Source: an optimization exercise on an open RTL-to-GDS flow (aim: small area and a short achievable clock period). Production flows keep margins and buffers that such runs may drop. At most, simulation tests tie the RTL to the original design; equivalence was not proved.

==> run M <==
==> flow/design.v <==
module reciprocal_divider (
    input  clk,
    input  rst,
    input  [15:0] u,
    input  [15:0] v,
    output reg [15:0] q
);
    function [7:0] recip_lut;
        input [2:0] idx;
        begin
            case (idx)
                3'd0: recip_lut = 8'hFF;
                3'd1: recip_lut = 8'hE3;
                3'd2: recip_lut = 8'hCC;
                3'd3: recip_lut = 8'hBA;
                3'd4: recip_lut = 8'hAA;
                3'd5: recip_lut = 8'h9D;
                3'd6: recip_lut = 8'h92;
                default: recip_lut = 8'h88;
            endcase
        end
    endfunction
    reg [15:0] q_reg, u_reg, v_reg, r, v_shifted, temp;
    reg [4:0] n;
    reg [15:0] i, mul1, mul2, correction;
    function [4:0] clz16;
        input [15:0] x;
        integer j;
        reg found;
        begin
            clz16 = 16;
            found = 0;
            for (j = 15; j >= 0; j = j - 1) begin
                if (!found && x[j]) begin
                    clz16 = 15 - j;
                    found = 1;
                end
            end
            if (!found)
                clz16 = 16;   
        end
    endfunction
    function [15:0] MulHi_U16_U16;
        input [15:0] a, b;
        reg [31:0] product;
        begin
            product = a * b;
            MulHi_U16_U16 = product[31:16];
        end
    endfunction
    always @(posedge clk or posedge rst) begin
        if (rst) begin
            q <= 0;
        end else begin
            u_reg <= u;
            v_reg <= v;
            n = clz16(v);
            v_shifted = v << n;
            i = (v << n) >> 12;   
            r = {recip_lut(i[2:0]), 8'b00000000};   
            mul1 = MulHi_U16_U16(r, v_shifted);
            mul2 = MulHi_U16_U16(~mul1 + 1, r);
            r = mul2 << 1;
            mul1 = MulHi_U16_U16(r, v_shifted);
            mul2 = MulHi_U16_U16(~mul1 + 1, r);
            r = mul2 << 1;
            q_reg = MulHi_U16_U16(u, r);
            q_reg = q_reg >> (15 - n);
            if (q_reg > 0)
                q_reg = q_reg - 1;
            temp = u - q_reg * v;
            correction = 0;
            if (temp >= v) begin
                correction = correction + 1;
                temp = temp - v;
                if (temp >= v) begin
                    correction = correction + 1;
                    temp = temp - v;
                    if (temp >= v) begin
                        correction = correction + 1;
                    end
                end
            end
            q <= q_reg + correction;
        end
    end
endmodule
==> flow/run.sh <==
#!/bin/bash
# synth_recipe.tcl (not shown) runs the flow's synth.tcl, then flattens the netlist and writes it again
# the make line also repeats each setting of config.mk as NAME=value (left out here)
make -C /OpenROAD-flow-scripts/flow DESIGN_CONFIG=/design/flow/config.mk WORK_HOME=/design/flow/orfs CLKGATE_MAP_FILE= SYNTH_SCRIPT=/design/flow/synth_recipe.tcl finish
==> flow/config.mk <==
export PLATFORM = sky130hd
export DESIGN_NAME = reciprocal_divider
export DESIGN_NICKNAME = reciprocal_divider
export VERILOG_FILES = /design/flow/design.v
export SDC_FILE = /design/flow/constraint.sdc
export NUM_CORES = 4
export LEC_CHECK = 0
export CAP_MARGIN = 20
export CORE_MARGIN = 2
export CORE_UTILIZATION = 40
export SLEW_MARGIN = 20
==> flow/constraint.sdc <==
create_clock -name core_clock -period 55.0 [get_ports {clk}]
set_input_delay 11.0000 -clock core_clock [delete_from_list [all_inputs] [get_ports {clk}]]
set_output_delay 11.0000 -clock core_clock [all_outputs]
set_load 0.01 [all_outputs]
==> run B (differences from run M) <==
==> flow/design.v, changed modules only <==
module reciprocal_divider (
    input  clk,
    input  rst,
    input  [15:0] u,
    input  [15:0] v,
    output reg [15:0] q
);
    wire [16:0] hz;
    assign hz[16] = 1'b1;
    genvar k;
    generate
        for (k = 15; k >= 0; k = k - 1) begin : g_hz
            assign hz[k] = hz[k+1] & ~v[k];
        end
    endgenerate
    wire [15:0] rem [0:16];
    wire [15:0] qr;
    assign rem[16] = 16'd0;
    genvar j, b;
    generate
        for (j = 15; j >= 0; j = j - 1) begin : g_row
            localparam W = 16 - j;
            wire [W-1:0] p;
            wire [W:0]   br;
            wire [W-1:0] d;
            if (W > 1) begin : g_p
                assign p = {rem[j+1][W-2:0], u[j]};
            end else begin : g_p1
                assign p = u[j];
            end
            assign br[0] = 1'b0;
            for (b = 0; b < W; b = b + 1) begin : g_bit
                assign d[b]    = p[b] ^ v[b] ^ br[b];
                assign br[b+1] = (~p[b] & v[b]) | (~(p[b] ^ v[b]) & br[b]);
            end
            assign qr[j] = ~br[W] & hz[W];
            if (j > 0) begin : g_r
                assign rem[j] = {{(16-W){1'b0}}, (qr[j] ? d : p)};
            end
        end
    endgenerate
    assign rem[0] = 16'd0;
    wire vz = hz[0];
    always @(posedge clk or posedge rst) begin
        if (rst)
            q <= 16'd0;
        else
            q <= {qr[15:2] & {14{~vz}}, qr[1:0]};
    end
endmodule
==> run notes <==
Placeable Area: run M 98280 um2; run B 13930 um2
Critical path's largest stage delay: run M 560 ps; run B 590 ps
Data-path buffer share of cell area in the final layout: run M 0.05736; run B 0.1948
Mean cell area of the mapped netlist: run M 8.253 um2; run B 8.436 um2
Worst Tran Pin Value: run M 959.8 ps; run B 673.0 ps
Synth Area in Adders: run M 0.5479; run B 0.4297
Clock distribution area overhead in the final layout: run M 0.002026; run B 0.01075
Nonclk inv count: run M 1004; run B 91
Post-CTS sizing: run M 9; run B 30
End point of the critical path: run M q[15]$_DFF_PP0_; run B q[0]$_DFF_PP0_
Top layer used by detailed routing: run M met5; run B met4
Status: run M complete, no violations; run B complete, but fails checks
Layout check failures: run M -; run B setup timing
Global routing met1 resource utilization: run M 0.3333; run B 0.3344
Die Footprint: run M 101500 um2; run B 15320 um2
Fraction of synthesized area in multiplexers: run M 0.007269; run B 0.06020
Slew HR: run M 0.3555; run B 0.5479
Setup WS pre-CTS: run M -767.2 ps; run B -1948 ps
Leading cell type in the layout, fill and taps excluded: run M sky130_fd_sc_hd__inv_1; run B sky130_fd_sc_hd__buf_4
Part of the Yosys area used for sequential elements: run M 0.01011; run B 0.06979
Worst hold slack: run M 11130 ps; run B 11100 ps
HPWL reported at the end of detailed placement: run M 103300 um; run B 14910 um
No functional check of the RTL was part of run B.

---

==> cedar <==
Another version of the RTL of reciprocal_divider (not shown whole).
clock: 55.0 ns
lec_check: 0
abc_area: 1
cap_margin: 20
core_margin: 2
core_utilization: 40
slew_margin: 20
run.sh (not shown) runs the stock make flow with config.mk's settings and CLKGATE_MAP_FILE= SYNTH_SCRIPT=/design/flow/synth_recipe.tcl, a recipe that flattens the netlist after the stock synthesis.
==> inputs of sierra, as changes to cedar <==
- ABC_AREA: 1 -> default
==> comparison table <==
Outcome: cedar complete, no violations; sierra complete, no violations
Number of nets in the layout: cedar 1257; sierra 1302
Met2 WL: cedar 7560 um; sierra 12000 um
Pin count of the biggest net entering global routing: cedar 23; sierra 25
GR Util met3: cedar 1.23%; sierra 1.41%
Most common cell after layout, fill and taps aside: cedar sky130_fd_sc_hd__nand2_1; sierra sky130_fd_sc_hd__ha_1
Per-instance average area after synthesis: cedar 6.70 sq um; sierra 7.35 sq um
# Taps: cedar 225; sierra 265
Total global routing track utilization: cedar 18.7%; sierra 25.1%
Area added between synthesis and finish: cedar 11.8%; sierra 11.7%
Total core area: cedar 17100 sq um; sierra 19500 sq um
Fraction of area in multi-input gates: cedar 75.2%; sierra 81.1%
Die extent in y: cedar 135 um; sierra 145 um
Final instance area: cedar 7720 sq um; sierra 8850 sq um
Worst Tran Pin Value: cedar 0.809 ns; sierra 0.914 ns
Clock-cell share of area: cedar 1.15%; sierra 1.00%
No run of this note included a check of the RTL's function; only the layout flow was run.

---

==> job 6964: inputs <==
reciprocal_divider, a different RTL version from the one above (not shown whole).
export LEC_CHECK = 0
export ABC_AREA = 1
export CAP_MARGIN = 20
export CORE_MARGIN = 2
export CORE_UTILIZATION = 40
export SLEW_MARGIN = 20
create_clock -name core_clock -period 55.0 [get_ports {clk}]
==> job 1418 (differences from job 6964) <==
- CORE_UTILIZATION: 40 -> 70
==> job 279 (differences from job 6964) <==
==> flow/flow/run.sh (new file) <==
#!/bin/bash
# Standard ORFS layout, with repair_timing aiming for 20 ns of setup slack
# at the design's clock period and constraints.
set -euo pipefail
bash standard.sh SETUP_SLACK_MARGIN=20 finish > standard.log 2>&1
==> flow/standard.sh (new file) <==
#!/bin/bash
# synth_recipe.tcl (not shown) runs the flow's synth.tcl, then flattens the netlist and writes it again
# the make line also repeats each setting of config.mk as NAME=value (left out here)
make -C /OpenROAD-flow-scripts/flow DESIGN_CONFIG=/design/flow/config.mk WORK_HOME=/design/flow/orfs CLKGATE_MAP_FILE= SYNTH_SCRIPT=/design/flow/synth_recipe.tcl "${@:-finish}"
removed: flow/run.sh
==> run notes <==
	job 1418	job 279	job 6964
Outcome	no timing/DRC/antenna violations	no timing/DRC/antenna violations	no timing/DRC/antenna violations
Most frequent cell on the critical path	sky130_fd_sc_hd__nand2_1	sky130_fd_sc_hd__buf_4	sky130_fd_sc_hd__nand2_1
Ratio of routed vias to standard cells	5.74	5.04	4.86
Pin count of the biggest net entering global routing	25	17	25
# placed instances	995	1104	1103
Fin worst setup slack	13120 ps	19520 ps	13790 ps
Tightest Pin Transition	867 ps	1130 ps	874 ps
X dimension of the die	99.5 um	130 um	130 um
Core Rows	34	46	46
Detailed router's first-iteration violation count	291	245	245
Relative area change from synthesis to final layout	9.93%	56.9%	12.4%
Count of plain and timing-repair buffers	53	246	53
Final clock-cell share	0.00785	0.00888	0.0105
Data required time of the critical path	55120 ps	55110 ps	55110 ps
Post-layout nets	1089	1285	1089
Cell at the root of the clock tree	sky130_fd_sc_hd__clkbuf_8	sky130_fd_sc_hd__clkbuf_16	sky130_fd_sc_hd__clkbuf_16
Setup repair after global routing missed its margin	false	true	false
Met2 track demand over resource in global routing	0.573	0.403	0.325
Overall fraction of global-route tracks in use	0.326	0.220	0.187
Vert. Die Dim	99.5 um	130 um	130 um
Crit path time final	41880 ps	35480 ps	41210 ps
Function was not checked in any run of this note: the RTL went through the layout flow alone.

---

==> inputs of trial 59 <==
Starting RTL as in the previous note.
==> flow/config.mk <==
export PLATFORM = sky130hd
export DESIGN_NAME = reciprocal_divider
export DESIGN_NICKNAME = reciprocal_divider
export VERILOG_FILES = /design/flow/design.v
export SDC_FILE = /design/flow/constraint.sdc
export NUM_CORES = 4
export LEC_CHECK = 0
export ABC_AREA = 1
export CAP_MARGIN = 20
export CORE_MARGIN = 2
export CORE_UTILIZATION = 40
export SLEW_MARGIN = 20
==> flow/constraint.sdc <==
create_clock -name core_clock -period 55.0 [get_ports {clk}]
set_input_delay 11.0000 -clock core_clock [delete_from_list [all_inputs] [get_ports {clk}]]
set_output_delay 11.0000 -clock core_clock [all_outputs]
set_load 0.01 [all_outputs]
standard.sh (not shown) runs the stock make flow with config.mk's settings and CLKGATE_MAP_FILE= SYNTH_SCRIPT=/design/flow/synth_recipe.tcl, a recipe that flattens the netlist after the stock synthesis.
==> flow/flow/run.sh <==
#!/bin/bash
# Standard ORFS layout, with repair_timing aiming for 10 ns of setup slack
# at the design's clock period and constraints.
set -euo pipefail
bash standard.sh SETUP_SLACK_MARGIN=10 finish > standard.log 2>&1
==> trial 31: changes against trial 59 <==
==> flow/flow/run.sh (replaced) <==
#!/bin/bash
# Standard ORFS layout; the ports are buffered with the smallest buffer
# (buf_1) instead of the resizer's default choice.
set -euo pipefail
bash standard.sh "BUFFER_PORTS_ARGS=-buffer_cell sky130_fd_sc_hd__buf_1" finish > standard.log 2>&1
- CORE_UTILIZATION: 40 -> 70
==> results.toml <==
[die]
row_count = 34
die_area_sq_um = 9890

[layout]
final_nets = 1090
final_cell_mix = "192 x nand2_1, 118 x ha_1, 97 x inv_1, 52 x nand3_1, 49 x buf_1"

[detailed_routing]
wl_per_cell_um = 14.6

[placed_design]
hpwlAfterDp_um = 12300
preCtsSetupSlack_ps = 13800

[run_status]
outcome = "no timing/DRC/antenna violations"

[sta]
maxSlewHeadroom = 0.427

[clock_network]
clk_pin_slew_ps = 70
[end of results for trial 31]
==> results.toml <==
[layout]
final_cell_mix = "192 x nand2_1, 118 x ha_1, 97 x inv_1, 52 x nand3_1, 49 x clkdlybuf4s50_1"
final_nets = 1089

[clock_network]
clk_pin_slew_ps = 50

[placed_design]
hpwlAfterDp_um = 12600
preCtsSetupSlack_ps = 13230

[die]
row_count = 46

[run_status]
outcome = "no timing/DRC/antenna violations"

[detailed_routing]
wl_per_cell_um = 13.2
[end of results for trial 59]
Function was not checked in any run of this note: the RTL went through the layout flow alone.

==> afterwards: timing with drivers on the ports <==
In the flow no input, the clock included, has a driving cell. The finished layouts below were timed again as built, in two steps. Step 1 (the two cells are an assumption about what drives the block):
set clk [get_ports {clk}]
set_driving_cell -lib_cell sky130_fd_sc_hd__clkbuf_16 $clk
set_driving_cell -lib_cell sky130_fd_sc_hd__buf_2 [delete_from_list [all_inputs] $clk]
Step 2 also shifts input and output timing later by t, the mid clock arrival at the registers, as if the neighbouring blocks saw the same clock. Slacks: ideal ports / drivers / drivers and shift; pairs: ideal ports / drivers.
run | t (ns) | slack for setup (ns) | clock arrival spread, ns | worst slew at a driven data input, ns | pins driven straight from the clock port
run M | 0.274 | 2.091 / 2.076 / 1.802 | 0.003 / 0.002 | 0.15 | 1
run B | 0.273 | -0.678 / -0.671 / -0.944 | 0.001 / 0.001 | 0.04 | 1
cedar | 0.287 | 13.377 / 13.391 / 13.104 | 0.002 / 0.002 | 0.05 | 1
sierra | 0.283 | 12.397 / 12.408 / 12.125 | 0.004 / 0.004 | 0.04 | 1
job 6964 | 0.276 | 13.790 / 13.797 / 13.521 | 0.002 / 0.002 | 0.04 | 1
job 1418 | 0.276 | 13.118 / 13.113 / 12.837 | 0.003 / 0.003 | 0.04 | 1
job 279 | 0.280 | 19.524 / 19.532 / 19.252 | 0.002 / 0.002 | 0.04 | 1
trial 59 | 0.276 | 13.790 / 13.797 / 13.521 | 0.002 / 0.002 | 0.04 | 1
trial 31 | 0.278 | 13.865 / 13.869 / 13.591 | 0.003 / 0.003 | 0.04 | 1
The setup slack of run M, which loses most, moves by -0.015 ns with the drivers and by -0.289 ns with both steps.
